Background: an optimization exercise with open tools, aiming at small area and a short achievable clock period. Do not read the settings as production practice.
Only simulation tests tie the RTL to the original design; equivalence was not proved.
No activity file was given, so power comes from the tool's default toggle rates.

==> flow/design.v <==
module Risc_32_bit
(
  input         clk       ,
  input         rst_n     ,
  output [31:0] imem_addr ,
  input  [31:0] imem_rdata,
  output [31:0] dmem_addr ,
  output [31:0] dmem_wdata,
  output        dmem_we   ,
  input  [31:0] dmem_rdata
);
  integer k;
  reg  [31:0] pc;                  
  reg  [1:0]  cnt0;                
  reg         cnt1;                
  reg         stall;               
  reg  [31:0] imem_q;              
  reg  [31:0] id_inst;             
  reg  [31:0] id_pc;
  reg  [3:0]  r1lo, r2lo;          
  reg  [7:0]  r1hi, r2hi;          
  reg         bypA, bypB;          
  reg         fwdA, fwdB;          
  reg         cnt_en1;             
  reg  [31:0] ex_a, ex_b, ex_fb;
  reg  [31:0] ex_pc;
  reg         ex_cin, ex_sum, ex_slt, ex_sltu, ex_xor, ex_or, ex_and;
  reg         ex_srl, ex_sll, ex_sra;
  reg         ex_memrw, ex_regwen;
  reg  [1:0]  ex_wbsel;
  reg  [4:0]  ex_rd;
  reg  [7:0]  ex_eqg, ex_ltg;      
  reg  [4:0]  ex_sh;               
  reg  [4:0]  ex_am;               
  reg  [31:0] mem_alu, mem_x;
  reg         mem_memrw, mem_regwen;
  reg  [1:0]  mem_wbsel;
  reg  [4:0]  mem_rd;
  reg  [31:0] wb_data;
  reg         wb_regwen;
  reg  [4:0]  wb_rd;
  wire [6:0] op = id_inst[6:0];
  wire [2:0] f3 = id_inst[14:12];
  wire [6:0] f7 = id_inst[31:25];
  wire opR  = (op == 7'b0110011);
  wire opI  = (op == 7'b0010011);
  wire opL  = (op == 7'b0000011);
  wire opS  = (op == 7'b0100011);
  wire opB  = (op == 7'b1100011);
  wire opJR = (op == 7'b1100111);
  wire opJ  = (op == 7'b1101111);
  wire opU  = (op == 7'b0010111);
  wire f7z  = (f7 == 7'b0000000);
  wire f7s  = (f7 == 7'b0100000);
  wire r_add  = opR & (f3 == 3'd0) & f7z;
  wire r_sub  = opR & (f3 == 3'd0) & f7s;
  wire r_sll  = opR & (f3 == 3'd1);
  wire r_slt  = opR & (f3 == 3'd2);
  wire r_sltu = opR & (f3 == 3'd3);
  wire r_xor  = opR & (f3 == 3'd4);
  wire r_srl  = opR & (f3 == 3'd5) & f7z;
  wire r_sra  = opR & (f3 == 3'd5) & f7s;
  wire r_or   = opR & (f3 == 3'd6);
  wire r_and  = opR & (f3 == 3'd7);
  wire r_val  = r_add | r_sub | r_sll | r_slt | r_sltu | r_xor | r_srl | r_sra | r_or | r_and;
  wire b_beq  = opB & (f3 == 3'd0);
  wire b_bne  = opB & (f3 == 3'd1);
  wire b_blt  = opB & (f3 == 3'd4);
  wire b_bltu = opB & (f3 == 3'd5);
  wire b_val  = b_beq | b_bne | b_blt | b_bltu;
  wire isj    = opJR | opJ;
  wire asel   = b_val | opJ | opU;
  wire bsel   = opI | opL | opS | b_val | isj | opU;
  wire addop  = r_add | bsel;
  wire cin    = r_sub | r_slt | r_sltu;
  wire regwen = r_val | opI | opL | isj | opU;
  wire [1:0] wbsel = isj ? 2'd2 : (r_val | opI | opU) ? 2'd1 : 2'd0;
  wire [31:0] i = id_inst;
  wire [31:0] imm = opS ? {{20{i[31]}}, i[31:25], i[11:7]} :
                    b_val ? {{20{i[31]}}, i[7], i[30:25], i[11:8], 1'b0} :
                    opJ ? {{12{i[31]}}, i[19:12], i[20], i[30:21], 1'b0} :
                    opU ? {i[31:12], 12'b0} :
                          {{20{i[31]}}, i[31:20]};
  wire [4:0] rs1 = id_inst[19:15];
  wire [4:0] rs2 = id_inst[24:20];
  wire [4:0] rd  = id_inst[11:7];
  wire [31:0] wr_d = wb_data & {32{rst_n}};
  reg  [31:0] rf [1:31];
  always @(posedge clk) begin
    for (k = 1; k < 32; k = k + 1)
      if (~rst_n | (wb_regwen & (wb_rd == k))) rf[k] <= wr_d;
  end
  reg [31:0] rdA, rdB;
  always @(*) begin
    rdA = 32'd0;
    rdB = 32'd0;
    for (k = 1; k < 32; k = k + 1) begin
      rdA = rdA | ({32{r1lo[k%4] & r1hi[k/4]}} & rf[k]);
      rdB = rdB | ({32{r2lo[k%4] & r2hi[k/4]}} & rf[k]);
    end
  end
  wire [31:0] dataA = bypA ? wb_data : rdA;
  wire [31:0] dataB = bypB ? wb_data : rdB;    
  wire [31:0] dout = mem_memrw ? 32'd0 : dmem_rdata;
  wire [31:0] mem_wbdata = (mem_wbsel == 2'd0) ? dout :
                           (mem_wbsel == 2'd1) ? mem_alu :
                           (mem_wbsel == 2'd2) ? (mem_x + 32'd1) : 32'd0;
  wire [31:0] fa = fwdA ? mem_wbdata : dataA;
  wire [31:0] fb = fwdB ? mem_wbdata : dataB;
  reg  [31:0] fa_rev;
  always @(*) for (k = 0; k < 32; k = k + 1) fa_rev[k] = fa[31-k];
  wire [31:0] cmpA = {dataA[31] ^ ~b_bltu, dataA[30:0]};
  wire [31:0] cmpB = {dataB[31] ^ ~b_bltu, dataB[30:0]};
  reg  [7:0] eqg, ltg;
  always @(*) begin
    for (k = 0; k < 8; k = k + 1) begin
      eqg[k] = (cmpA[4*k +: 4] == cmpB[4*k +: 4]);
      ltg[k] = (cmpA[4*k +: 4] <  cmpB[4*k +: 4]);
    end
  end
  always @(posedge clk) begin
    ex_a      <= asel ? id_pc : (r_sll ? fa_rev : fa);
    ex_b      <= bsel ? imm : (cin ? ~fb : fb);
    ex_fb     <= fb;       
    ex_pc     <= id_pc;
    ex_cin    <= cin;
    ex_sum    <= addop | r_sub;
    ex_slt    <= r_slt;
    ex_sltu   <= r_sltu;
    ex_xor    <= r_xor;
    ex_or     <= r_or;
    ex_and    <= r_and;
    ex_srl    <= r_srl | r_sra;
    ex_sll    <= r_sll;
    ex_sra    <= r_sra;
    ex_memrw  <= opS;
    ex_regwen <= regwen;
    ex_wbsel  <= wbsel;
    ex_rd     <= rd;
    ex_eqg    <= eqg;
    ex_ltg    <= ltg;
    ex_sh     <= fb[4:0];
    ex_am     <= fa[4:0];
  end
  wire [31:0] A = ex_a;
  wire [31:0] B = ex_b;
  reg  [31:0] pg_g, pg_p, pg_gn, pg_pn;
  reg  [32:0] cy;
  integer l;
  always @(*) begin
    pg_g = A & B;
    pg_p = A ^ B;
    pg_g[0] = pg_g[0] | (pg_p[0] & ex_cin);
    for (l = 0; l < 5; l = l + 1) begin
      pg_gn = pg_g;
      pg_pn = pg_p;
      for (k = 0; k < 32; k = k + 1)
        if (((k >> l) & 1) == 1) begin
          pg_gn[k] = pg_g[k] | (pg_p[k] & pg_g[((k >> l) << l) - 1]);
          pg_pn[k] = pg_p[k] & pg_p[((k >> l) << l) - 1];
        end
      pg_g = pg_gn;
      pg_p = pg_pn;
    end
    cy[0] = ex_cin;
    for (k = 0; k < 32; k = k + 1) cy[k+1] = pg_g[k];
  end
  wire [32:0] sum = {cy[32], (A ^ B) ^ cy[31:0]};
  wire lt_s = (A[31] == B[31]) ? A[31] : sum[31];
  wire lt_u = ~sum[32];
  wire [31:0] shr = A >> ex_sh;
  reg  [31:0] shl, mask;
  always @(*) begin
    for (k = 0; k < 32; k = k + 1) begin
      shl[k]  = shr[31-k];
      mask[k] = ((31 - k) < ex_am);
    end
  end
  wire [31:0] ax   = A ^ B;
  wire [31:0] rest = ({32{ex_xor}} & ax)
                   | ({32{ex_or}}  & (A | B))
                   | ({32{ex_and}} & (A & B))
                   | ({32{ex_srl}} & shr)
                   | ({32{ex_sll}} & shl)
                   | ({32{ex_sra & A[31]}} & mask);
  wire [31:0] r0   = ({32{ex_sum}} &  ax) | rest;
  wire [31:0] r1   = ({32{ex_sum}} & ~ax) | rest;
  reg  [31:0] alu_s;
  always @(*) for (k = 0; k < 32; k = k + 1) alu_s[k] = cy[k] ? r1[k] : r0[k];
  wire [31:0] alu = alu_s | {31'd0, (ex_slt & lt_s) | (ex_sltu & lt_u)};
  wire isbj    = opB | opJR;
  wire pcwrite = ~stall;
  wire [1:0] cnt0_n = isbj ? ((cnt0 < 2'd2) ? cnt0 + 2'd1 : 2'd0) : 2'd0;
  wire       cnt1_n = cnt_en1 & ~cnt1;
  wire [6:0] op_n   = imem_rdata[6:0];
  wire [4:0] rs1_n  = imem_rdata[19:15];
  wire [4:0] rs2_n  = imem_rdata[24:20];
  wire rs2v_n = ~((op_n == 7'b0010011) | (op_n == 7'b0000011) | (op_n == 7'b1100111) |
                  (op_n == 7'b1101111) | (op_n == 7'b0010111));
  wire bypA_n = ~mem_regwen & (rs1_n == mem_rd) & (rs1_n != 5'd0);
  wire bypB_n = ~mem_regwen & (rs2_n == mem_rd) & (rs2_n != 5'd0) & rs2v_n;
  wire fok_n  = ex_regwen & ~opS & (ex_rd != 5'd0);
  wire fwdA_n = fok_n & (ex_rd == rs1_n);
  wire fwdB_n = fok_n & rs2v_n & (ex_rd == rs2_n);
  wire cen1_n = ~opS & (rd != 5'd0) & rs2v_n & (rd == rs2_n);
  reg  [3:0] r1lo_n, r2lo_n;
  reg  [7:0] r1hi_n, r2hi_n;
  always @(*) begin
    for (k = 0; k < 4; k = k + 1) begin
      r1lo_n[k] = (rs1_n[1:0] == k);
      r2lo_n[k] = (rs2_n[1:0] == k);
    end
    for (k = 0; k < 8; k = k + 1) begin
      r1hi_n[k] = (rs1_n[4:2] == k);
      r2hi_n[k] = (rs2_n[4:2] == k) & rs2v_n;
    end
  end
  wire       isbj_n = (op_n == 7'b1100011) | (op_n == 7'b1100111);
  wire       stall_n = isbj_n ? ((cnt0_n == 2'd1) | (cnt0_n == 2'd2)) : cnt1_n;
  reg ex_brlt;
  always @(*) begin
    ex_brlt = 1'b0;
    for (k = 0; k < 8; k = k + 1) ex_brlt = ex_ltg[k] | (ex_eqg[k] & ex_brlt);
  end
  wire ex_breq = &ex_eqg;
  wire take    = (b_beq & ex_breq) | (b_bne & ~ex_brlt) | ((b_blt | b_bltu) & ex_brlt);
  wire [31:0] pc_n = pcwrite ? (take ? alu : isj ? 32'd0 : (pc + 32'd1)) : pc;
  assign imem_addr = imem_q;
  always @(posedge clk or negedge rst_n) begin
    if (!rst_n) begin
      pc      <= 32'd0;
      cnt0    <= 2'd0;
      cnt1    <= 1'b0;
      stall   <= 1'b0;
      imem_q  <= 32'd0;
      id_inst <= 32'd0;
      r1lo    <= 4'd0;
      r1hi    <= 8'd0;
      r2lo    <= 4'd0;
      r2hi    <= 8'd0;
      bypA    <= 1'b0;
      bypB    <= 1'b0;
      fwdA    <= 1'b0;
      fwdB    <= 1'b0;
      cnt_en1 <= 1'b0;
    end else begin
      pc      <= pc_n;
      imem_q  <= stall_n ? 32'd0 : pc_n;
      cnt0    <= cnt0_n;
      cnt1    <= cnt1_n;
      stall   <= stall_n;
      id_inst <= imem_rdata;
      r1lo    <= r1lo_n;
      r1hi    <= r1hi_n;
      r2lo    <= r2lo_n;
      r2hi    <= r2hi_n;
      bypA    <= bypA_n;
      bypB    <= bypB_n;
      fwdA    <= fwdA_n;
      fwdB    <= fwdB_n;
      cnt_en1 <= cen1_n;
    end
  end
  always @(posedge clk) id_pc <= imem_addr;
  always @(posedge clk) begin
    mem_alu <= alu;
    mem_x   <= ex_pc;
    wb_data <= mem_wbdata;
  end
  always @(posedge clk or negedge rst_n) begin
    if (!rst_n) begin
      mem_memrw  <= 1'b0;
      mem_regwen <= 1'b0;
      mem_wbsel  <= 2'd0;
      mem_rd     <= 5'd0;
      wb_regwen  <= 1'b0;
      wb_rd      <= 5'd0;
    end else begin
      mem_memrw  <= ex_memrw;
      mem_regwen <= ex_regwen;
      mem_wbsel  <= ex_wbsel;
      mem_rd     <= ex_rd;
      wb_regwen  <= mem_regwen;
      wb_rd      <= mem_rd;
    end
  end
  assign dmem_addr  = mem_alu;
  assign dmem_wdata = ex_fb;
  assign dmem_we    = mem_memrw;
endmodule
clock: 8.5 ns
lec_check: 0
cap_margin: 20
core_margin: 2
core_utilization: 45
cts_buf_list: sky130_fd_sc_hd__clkbuf_16
cts_cluster_diameter: 100
cts_cluster_size: 20
setup_slack_margin: 5
slew_margin: 20
run.sh (not shown) runs the stock make flow with config.mk's settings and CLKGATE_MAP_FILE= SYNTH_SCRIPT=/design/flow/synth_recipe.tcl, a recipe that flattens the netlist after the stock synthesis.
Change:
--- a/flow/design.v
+++ b/flow/design.v
@@ -177,16 +177,12 @@
     end
   end
-  wire [31:0] ax   = A ^ B;
-  wire [31:0] rest = ({32{ex_xor}} & ax)
-                   | ({32{ex_or}}  & (A | B))
-                   | ({32{ex_and}} & (A & B))
-                   | ({32{ex_srl}} & shr)
-                   | ({32{ex_sll}} & shl)
-                   | ({32{ex_sra & A[31]}} & mask);
-  wire [31:0] r0   = ({32{ex_sum}} &  ax) | rest;
-  wire [31:0] r1   = ({32{ex_sum}} & ~ax) | rest;
-  reg  [31:0] alu_s;
-  always @(*) for (k = 0; k < 32; k = k + 1) alu_s[k] = cy[k] ? r1[k] : r0[k];
-  wire [31:0] alu = alu_s | {31'd0, (ex_slt & lt_s) | (ex_sltu & lt_u)};
+  wire [31:0] alu = ({32{ex_sum}} & sum[31:0])
+                  | {31'd0, (ex_slt & lt_s) | (ex_sltu & lt_u)}
+                  | ({32{ex_xor}} & (A ^ B))
+                  | ({32{ex_or}}  & (A | B))
+                  | ({32{ex_and}} & (A & B))
+                  | ({32{ex_srl}} & shr)
+                  | ({32{ex_sll}} & shl)
+                  | ({32{ex_sra & A[31]}} & mask);
   wire isbj    = opB | opJR;
   wire pcwrite = ~stall;
=>
- non-clock buffer count came out higher by 15
- die area came out lower slightly
- setup slack gets worse by 0.081 ns
- cell count came out lower slightly
- total power stays flat
- utilization came out higher by 0.45 points
- design area barely changes
- synthesized area came out lower slightly
- clock power came out higher slightly
- clock skew stays flat
- worst hold slack gets better by 0.0047 ns
- count of clock-buffer cells in the layout came out lower by 2
- via count came out lower by a few percent
- routed wire length came out lower by a few percent

==> re-timing with driven ports <==
The results above use ideal ports. As a check the final layouts listed here were re-extracted and re-timed, cells and wires unchanged. Step 1: set_driving_cell puts a clkbuf_16 on clk and a buf_2 on each other input, an assumption about the parent block. Step 2 times the ports against the registers' clock, not the clock port: input delays grow and output delays shrink by t, the midpoint of the rising clock arrivals with the driver on. Slacks: ideal ports / drivers / drivers and shift; pairs: ideal ports / drivers.
run	t (ns)	setup slack, ns	worst hold slack (ns)	worst slew at a driven data input, ns	cell pins on the clock port's net
the first run	0.822	4.832 / 4.832 / 4.277	0.320 / 0.320 / 0.320	0.06	1
the second run	0.852	4.750 / 4.750 / 4.386	0.325 / 0.325 / 0.325	0.09	1
After both steps every run listed still meets setup and hold. The setup slack of the first run, which loses most, moves by 0.000 ns with the drivers and by -0.555 ns with both steps.
